From an optimization exercise on the open Yosys and OpenROAD flow, aimed at small area and a short achievable clock period; shortcuts taken in it are not production practice. In this exercise RTL edits were held to simulation tests only and were not proved equivalent to the original. Power is estimated from default activity; no workload was simulated.

==> flow/design.v <==
module ArithmeticLU(
  input [18:0] r1,
  input [18:0] r2,
  input [4:0] Opcode,
  output reg [18:0] r3
);
  wire sub = Opcode == 5'b00010;
  wire inc = Opcode == 5'b00101;
  wire dec = Opcode == 5'b00110;
  wire [18:0] y = (inc | dec) ? {19{dec}} : (sub ? ~r2 : r2);
  wire [18:0] sum = r1 + y + {18'b0, sub | inc};
  always @(*)
    case (Opcode)
      5'b00001, 5'b00010, 5'b00101, 5'b00110: r3 = sum;
      5'b00011: r3 = r1 * r2;
      5'b00111: r3 = r1 & r2;
      5'b01000: r3 = r1 | r2;
      5'b01001: r3 = r1 ^ r2;
      5'b01010: r3 = ~r1;
      default:  r3 = r1;
    endcase
endmodule
module DivStep #(parameter S = 0) (
  input [18:0] P,
  input a,
  input [18:0] B,
  output [18:0] Po,
  output q
);
  localparam W = S + 1;
  wire [W-1:0] X;
  wire hz;
  generate
    if (S == 0) begin : g0
      assign X = a;
    end else begin : gn
      assign X = {P[S-1:0], a};
    end
    if (S == 18) begin : h18
      assign hz = 1'b1;
    end else begin : hn
      assign hz = ~|B[18:S+1];
    end
  endgenerate
  wire [W:0] diff = {1'b0, X} - {1'b0, B[S:0]};
  assign q = hz & ~diff[W];
  wire [W-1:0] r = q ? diff[W-1:0] : X;
  generate
    if (S == 18) begin : o18
      assign Po = r;
    end else begin : on
      assign Po = {{(18-S){1'b0}}, r};
    end
  endgenerate
endmodule
module DivSteps #(parameter FIRST = 0, parameter LAST = 19) (
  input [18:0] P,
  input [18:0] AQ,
  input [18:0] B,
  output [18:0] Po,
  output [18:0] AQo
);
  wire [18:0] p [FIRST:LAST];
  wire [18:0] aq [FIRST:LAST];
  assign p[FIRST] = P;
  assign aq[FIRST] = AQ;
  genvar s;
  generate
    for (s = FIRST; s < LAST; s = s + 1) begin : st
      wire q;
      DivStep #(.S(s)) step(.P(p[s]), .a(aq[s][18]), .B(B), .Po(p[s+1]), .q(q));
      assign aq[s+1] = {aq[s][17:0], q};
    end
  endgenerate
  assign Po = p[LAST];
  assign AQo = aq[LAST];
endmodule
module ControlUnit(
  input [4:0] Opcode,
  output register_write,
  output is_div,
  output is_load,
  output is_store,
  output sel_res,      
  output branch,
  output jump,         
  output call,
  output ret
);
  assign is_div   = Opcode == 5'b00100;
  assign is_load  = Opcode == 5'b10000;
  assign is_store = Opcode == 5'b10001;
  assign branch   = Opcode == 5'b01011 || Opcode == 5'b01100;
  assign jump     = Opcode == 5'b01101 || Opcode == 5'b01110;
  assign call     = Opcode == 5'b01110;
  assign ret      = Opcode == 5'b01111;
  assign sel_res  = (Opcode >= 5'b00001 && Opcode <= 5'b01101 && !is_div) || is_store;
  assign register_write = (Opcode >= 5'b00001 && Opcode <= 5'b01010) || is_load ||
                          Opcode == 5'b10010 || Opcode == 5'b10011 || Opcode == 5'b10100;
endmodule
module MemoryInterface(
  input clk,
  input reset,
  input [3:0] address,
  input [18:0] write_data,
  input memory_write,
  output [18:0] read_data
);
  reg [18:0] memory [0:15];
  reg [15:0] valid;
  assign read_data = valid[address] ? memory[address] : 19'b0;
  always @(posedge clk)
    if (memory_write)
      memory[address] <= write_data;
  integer i;
  always @(posedge clk or posedge reset)
    if (reset)
      valid <= 16'b0;
    else
      for (i = 0; i < 16; i = i + 1)
        if (memory_write && address == i)
          valid[i] <= 1'b1;
endmodule
module RegisterFile(
  input clk,
  input reset,
  input [2:0] r1, r2, r3,
  input [18:0] write_data,
  input register_write,
  output [18:0] read_data1,
  output [18:0] read_data2
);
  reg [18:0] registers [0:7];
  reg [7:0] valid;
  assign read_data1 = valid[r1] ? registers[r1] : 19'b0;
  assign read_data2 = valid[r2] ? registers[r2] : 19'b0;
  always @(posedge clk)
    if (register_write)
      registers[r3] <= write_data;
  integer i;
  always @(posedge clk or posedge reset)
    if (reset)
      valid <= 8'b0;
    else
      for (i = 0; i < 8; i = i + 1)
        if (register_write && r3 == i)
          valid[i] <= 1'b1;
endmodule
module CPU(
  input clk,
  input reset,
  input [18:0] instruction,
  output reg [18:0] r3,
  output [14:0] Pc
);
  localparam T1 = 8;
  localparam T2 = 14;
  reg [14:0] Pc_register;
  reg [14:0] Link_register;
  assign Pc = Pc_register;
  wire [14:0] Pc_next = Pc_register + 15'd1;
  reg [18:6] If_Id_instruction;
  reg [14:0] If_Id_Pc1;
  always @(posedge clk) begin
    If_Id_instruction <= instruction[18:6];
    If_Id_Pc1 <= Pc_next;
  end
  wire [4:0] id_op = If_Id_instruction[18:14];
  reg [2:0] Memory_Wb_rd;
  reg Memory_Wb_write;
  wire [18:0] A, B;
  RegisterFile register_file(
    .clk(clk),
    .reset(reset),
    .r1(If_Id_instruction[14:12]),
    .r2(If_Id_instruction[11:9]),
    .r3(Memory_Wb_rd),
    .write_data(r3),
    .register_write(Memory_Wb_write),
    .read_data1(A),
    .read_data2(B)
  );
  wire id_register_write, id_div, id_load, id_store, id_sel_res, id_branch, id_jump, id_call, id_ret;
  ControlUnit control(
    .Opcode(id_op),
    .register_write(id_register_write),
    .is_div(id_div),
    .is_load(id_load),
    .is_store(id_store),
    .sel_res(id_sel_res),
    .branch(id_branch),
    .jump(id_jump),
    .call(id_call),
    .ret(id_ret)
  );
  wire [18:0] id_res;
  ArithmeticLU alu(.r1(A), .r2(B), .Opcode(id_op), .r3(id_res));
  wire [18:0] id_P, id_AQ;
  DivSteps #(.FIRST(0), .LAST(T1)) div1(.P(19'b0), .AQ(A), .B(B), .Po(id_P), .AQo(id_AQ));
  reg [18:0] Id_Ex_res, Id_Ex_B, Id_Ex_P, Id_Ex_AQ;
  reg [14:0] Id_Ex_Pc1;
  reg [2:0] Id_Ex_rd;
  reg Id_Ex_register_write, Id_Ex_div, Id_Ex_load, Id_Ex_store, Id_Ex_sel_res;
  reg Id_Ex_take, Id_Ex_call, Id_Ex_ret;
  always @(posedge clk) begin
    Id_Ex_res <= id_res;
    Id_Ex_B <= B;
    Id_Ex_P <= id_P;
    Id_Ex_AQ <= id_AQ;
    Id_Ex_Pc1 <= If_Id_Pc1;
    Id_Ex_rd <= If_Id_instruction[8:6];
    Id_Ex_register_write <= id_register_write;
    Id_Ex_div <= id_div;
    Id_Ex_load <= id_load;
    Id_Ex_store <= id_store;
    Id_Ex_sel_res <= id_sel_res;
    Id_Ex_take <= id_jump | (id_branch && A == B);
    Id_Ex_call <= id_call;
    Id_Ex_ret <= id_ret;
  end
  always @(posedge clk or posedge reset)
    if (reset) begin
      Pc_register <= 15'b0;
      Link_register <= 15'b0;
    end else begin
      if (Id_Ex_ret)
        Pc_register <= Link_register;
      else if (Id_Ex_take)
        Pc_register <= Id_Ex_res[14:0];
      else
        Pc_register <= Pc_next;
      if (Id_Ex_call)
        Link_register <= Id_Ex_Pc1;
    end
  wire [18:0] ex_P, ex_AQ;
  DivSteps #(.FIRST(T1), .LAST(T2)) div2(.P(Id_Ex_P), .AQ(Id_Ex_AQ), .B(Id_Ex_B), .Po(ex_P), .AQo(ex_AQ));
  reg [18:0] Ex_Memory_res, Ex_Memory_B, Ex_Memory_P, Ex_Memory_AQ;
  reg [2:0] Ex_Memory_rd;
  reg Ex_Memory_register_write, Ex_Memory_div, Ex_Memory_load, Ex_Memory_store, Ex_Memory_sel_res;
  always @(posedge clk) begin
    Ex_Memory_res <= Id_Ex_res;
    Ex_Memory_B <= Id_Ex_B;
    Ex_Memory_P <= ex_P;
    Ex_Memory_AQ <= ex_AQ;
    Ex_Memory_rd <= Id_Ex_rd;
    Ex_Memory_register_write <= Id_Ex_register_write;
    Ex_Memory_div <= Id_Ex_div;
    Ex_Memory_load <= Id_Ex_load;
    Ex_Memory_store <= Id_Ex_store;
    Ex_Memory_sel_res <= Id_Ex_sel_res;
  end
  wire [18:0] memory_data;
  MemoryInterface memory_interface(
    .clk(clk),
    .reset(reset),
    .address(Ex_Memory_res[3:0]),
    .write_data(Ex_Memory_B),
    .memory_write(Ex_Memory_store),
    .read_data(memory_data)
  );
  wire [18:0] mem_P, quotient;
  DivSteps #(.FIRST(T2), .LAST(19)) div3(.P(Ex_Memory_P), .AQ(Ex_Memory_AQ), .B(Ex_Memory_B), .Po(mem_P), .AQo(quotient));
  wire sel_div = Ex_Memory_div && Ex_Memory_B != 19'b0;    
  always @(posedge clk) begin
    r3 <= ({19{sel_div}} & quotient) |
          ({19{Ex_Memory_load}} & memory_data) |
          ({19{Ex_Memory_sel_res}} & Ex_Memory_res);
    Memory_Wb_rd <= Ex_Memory_rd;
    Memory_Wb_write <= Ex_Memory_register_write;
  end
endmodule
==> flow/run.sh <==
#!/bin/bash
# synth_recipe.tcl (not shown) runs the flow's synth.tcl, then flattens the netlist and writes it again
# the make line also repeats each setting of config.mk as NAME=value (left out here)
make -C /OpenROAD-flow-scripts/flow DESIGN_CONFIG=/design/flow/config.mk WORK_HOME=/design/flow/orfs CLKGATE_MAP_FILE= SYNTH_SCRIPT=/design/flow/synth_recipe.tcl finish
==> flow/config.mk <==
export PLATFORM = sky130hd
export DESIGN_NAME = CPU
export DESIGN_NICKNAME = CPU
export VERILOG_FILES = /design/flow/design.v
export SDC_FILE = /design/flow/constraint.sdc
export NUM_CORES = 4
export LEC_CHECK = 0
export CAP_MARGIN = 20
export CORE_MARGIN = 2
export CORE_UTILIZATION = 40
export SLEW_MARGIN = 20
==> flow/constraint.sdc <==
create_clock -name core_clock -period 36.0 [get_ports {clk}]
set_input_delay 7.2000 -clock core_clock [delete_from_list [all_inputs] [get_ports {clk}]]
set_output_delay 7.2000 -clock core_clock [all_outputs]
set_load 0.01 [all_outputs]
==> key figures <==
Clock network
  • # resized after CTS: 0
  • Postcts setup bufs: 0
  • TritonCTS Buffers: 79
  • Clk latency of the worst-skew pair: 0.65 ns
  • Longest Clk Path Bufs: 3
  • Cts hold-fix bufs: 0
  • Clk pin slew, worst setup/hold paths: 0.06 ns
  • CTS H-tree lvls: 3
  • CTS Root Cell: clkbuf_16
  • Clock sink count: 731
  • TritonCTS clock tree: yes

Layout
  • Finished Layout Cells: 5141
  • P&R area growth vs syn: 11.5%
  • Area occupied by multi-input gates: 0.0221 mm^2
  • Most frequent cells in the layout: edfxtp_1 (456), inv_1 (325), ha_1 (315)
  • Design Area, Final: 0.0482 mm^2
  • Share of layout cells above drive strength 1: 0.154
  • # nets final: 4151
  • Commonest non-fill, non-tap cell in the layout: edfxtp_1
  • Fillers: 9645
  • Sequential Area: 0.0195 mm^2

Setup path
  • CP max FO: 19
  • Setup crit end kind: flip-flop
  • CP required: 36.53 ns
  • Slowest stage delay, CP: 0.71 ns
  • Worst Setup Path Type: reg -> reg
  • CP max stage cell: o21ai_1
  • Startpoint of the worst register-to-register path: Id_Ex_B[1]$_DFF_P_
  • Worst Setup Start Kind: flip-flop
  • Most frequent cell on the critical path: o21ai_0
  • R2R Setup Slk: 19.76 ns
  • Reg2reg end: Ex_Memory_P[8]$_DFF_P_
  • Reg2reg path depth: 65
  • Critical Path AT: 16.76 ns

Timing
  • Setup TNS Final: 0 ns
  • Slew headroom: 0.281
  • FMAX: 0.0616 GHz
  • # setup viols final: 0
  • Period utilization: 0.451
  • Final hold vios: 0
  • Worst Clk Skew: 0.0440 ns
  • RSZ-0062 raised after global routing: false
  • Slew @ Worst Pin: 1.07 ns
  • Final min period: 16.24 ns
  • Final Slew Violations: 0

Status
  • Outcome: finished clean

Route
  • Final wirelength: 119000 um
  • Post-route antenna net violation count: 0
  • Vias post-DR: 29000
  • DRC Markers: 0
  • Drt initial violations: 2643
  • Drt wl/cell: 23.2 um
  • DR vias/cell: 5.63
  • Pre-antenna DRT Iters: 6

Floorplan
  • Die height: 333 um
  • Row cnt: 120
  • Num ports: 55
  • Initial Util: 0.404
  • Placeable core area: 0.107 mm^2
  • Die width: 333 um
  • Area of the die: 0.111 mm^2

Synthesis
  • Number of synthesized flops with an enable pin: 456
  • Post-Synth XOR/XNOR Area: 0.0356
  • Seq cells post-synth: 731
  • Sequential area share after synthesis: 0.450
  • Syn. warnings: 7
  • Post-synthesis mux area share: 0.141
  • Top FF cell, synth: edfxtp_1
  • Mapped Area: 0.0432 mm^2
  • Combinational family with the most area after synthesis: adder cells
  • Synth Area in Compound Gates: 0.0846
  • Syn_area_per_cell: 12.0 um^2
  • Post-synthesis net count: 4088
  • Synth Area in Adders: 0.157
  • Cell count after synthesis: 3610
  • Asr flop ratio synth: 0.0739
  • Distinct cells, synth: 81
  • Simple-gate share of the synthesized area: 0.0896

Power and ir drop
  • Leakage: 19.2 nW
  • Maximum vdd ir drop: 0.110 mV
  • Pwr dens: 91.4 mW/mm^2

Place
  • HPWL Detailed: 84600 um
  • Placed inst area: 0.0456 mm^2
  • Number of placed cells counting well taps: 4995
  • IO Port Bufs: 48
  • Gpl congestion: 0.874

Global route
  • Grt total ovfl: 0
  • Initial antenna violation count: 2
  • Vias in the first global route: 28800
  • Largest net degree at the start of global routing: 55
  • First-pass GRT wire length: 181000 um
  • Total GRT Usage: 0.217

Worst hold path
  • Min-Delay Endpoint: Ex_Memory_load$_DFF_P_
  • Min-delay worst type: reg -> reg
  • Min-Delay Startpoint: Id_Ex_load$_DFF_P_
  • Worst hold stages: 0

Run
  • Total of max-cap violations: 0
per-layer routing:
metal / vias to the layer above / wire [um] / GRT usage
li1: 13100 / - / -
met4: 0 / 3730 / 0.0723
met2: 1123 / 53800 / 0.340
met1: 14500 / 52900 / 0.310
met5: - / 0 / 0
met3: 177 / 9000 / 0.0295
logic make-up (layout without fill, tap and decap cells):
logic type	Yosys count	count (layout)
and+or+nand+nor	836	836
AOI/OAI and AO/OA	562	562
muxes	380	380
other	0	1
buffers and inverters	470	597
xor gates and xnor gates	174	174
DFF	731	731
adders and majority gates	457	457
stage by stage:
step                setup slack [ns]  hold WS (ns)  total power, mW   util
floorplan                      21.45         0.310             2.86      -
global placement               19.78         0.310             3.55  0.426
detailed placement             19.80         0.312             3.58  0.426
CTS                            19.72         0.326             4.41  0.450
global route                   17.99         0.332             4.74  0.450
finish                         19.76         0.321             4.40  0.450
area by class of cell:
type	count	area share
Clock inverter	39	0.00838
Multi-Input combinational cell	2409	0.458
Timing Repair Buffer	117	0.0207
Sequential cell	731	0.404
Tap cell	1403	0.0364
Clock buffer	106	0.0457
Inverter	335	0.0261
Antenna cell	1	0.0000519
Yosys cell counts (all sizes together), types with 8 or more instances:
master   number  area, um^2
mux2i        79         795
nor3         58         295
nor2        213         800
nand2       314        1180
o2111ai       8        70.1
mux4        169        3810
a21o         55         413
or3          25         156
dfrtp        54        1350
fa          142        2840
o211ai       20         150
o21ai       134         671
xor2         55         482
a22oi        20         150
mux2        132        1490
edfxtp      456       13700
a21oi       114         574
xnor2       118        1030
a211oi       22         165
nor4         15         115
o21a         36         270
nand2b       48         300
and2          8        50.1
buf          39         200
and3         17         106
a221oi       13         114
nand3        32         165
o22ai        32         200
nor2b        45         282
or2          38         238
o21bai       12        90.1
inv         330        1240
dfxtp       221        4420
o31ai         8        60.1
clkbuf       96         360
a31oi        19         119
ha          315        3940
a21boi       19         143
flip-flops by register name (all words and copies together), names as in the netlist, 16 cells and up:
register / cells
Ex_Memory_B: 19
Id_Ex_res: 19
Ex_Memory_res: 19
memory_interface.memory: 304
register_file.registers: 152
Id_Ex_B: 19
Id_Ex_AQ: 19
memory_interface.valid: 16
Ex_Memory_AQ: 19
r3: 19
critical path: cells and delay by family (launching register included):
family,cells,cell delay [ns]
AO/OA/AOI/OAI,42,9.34
adder cells (fa/ha/maj),6,2.21
AND/OR/NAND/NOR,8,1.42
buffers and inverters,6,1.28
multiplexers,3,1.23
flip-flops,1,0.60
worst max-delay path by stage:
stage | from | to | slack, ns | depth (start not counted)
after floorplan | Id_Ex_B[1]$_DFF_P_ | Ex_Memory_P[11]$_DFF_P_ | 21.45 | 68
after global placement | Id_Ex_B[1]$_DFF_P_ | Ex_Memory_P[8]$_DFF_P_ | 19.78 | 65
after detailed placement | Id_Ex_B[1]$_DFF_P_ | Ex_Memory_P[9]$_DFF_P_ | 19.80 | 65
after CTS | Id_Ex_B[1]$_DFF_P_ | Ex_Memory_P[9]$_DFF_P_ | 19.72 | 65
after global routing | Id_Ex_B[1]$_DFF_P_ | Ex_Memory_P[6]$_DFF_P_ | 17.99 | 65
final | Id_Ex_B[1]$_DFF_P_ | Ex_Memory_P[8]$_DFF_P_ | 19.76 | 65
where the power goes:
group / leakage, nW / internal (mW) / switching [mW]
combinational: 11.3 / 1.07 / 1.43
sequential: 6.68 / 0.998 / 0.0900
clock: 1.26 / 0.459 / 0.350

## afterwards: timing with drivers on the ports
Ports are ideal in the flow. The routed layout listed here was re-timed in OpenROAD. Step 1 sets driving cells, clkbuf_16 on the clock port and buf_2 on the other inputs (assumed; they add their load-dependent delay and slew). Step 2 moves the port delays by t, midway between the first and last clock arrival at a register: inputs arrive t later, outputs are due t later. That takes back most of the time a late clock gives input paths. a / b / c = ideal ports / drivers / drivers and shift; a / b = the first two.
t, ns: 0.702
setup slack, ns: 19.764 / 19.764 / 19.764
clock arrival spread, ns: 0.045 / 0.045
After both steps setup and hold are still met in this run. For this run, drivers alone change the setup slack by 0.000 ns; drivers and shift together by 0.000 ns.
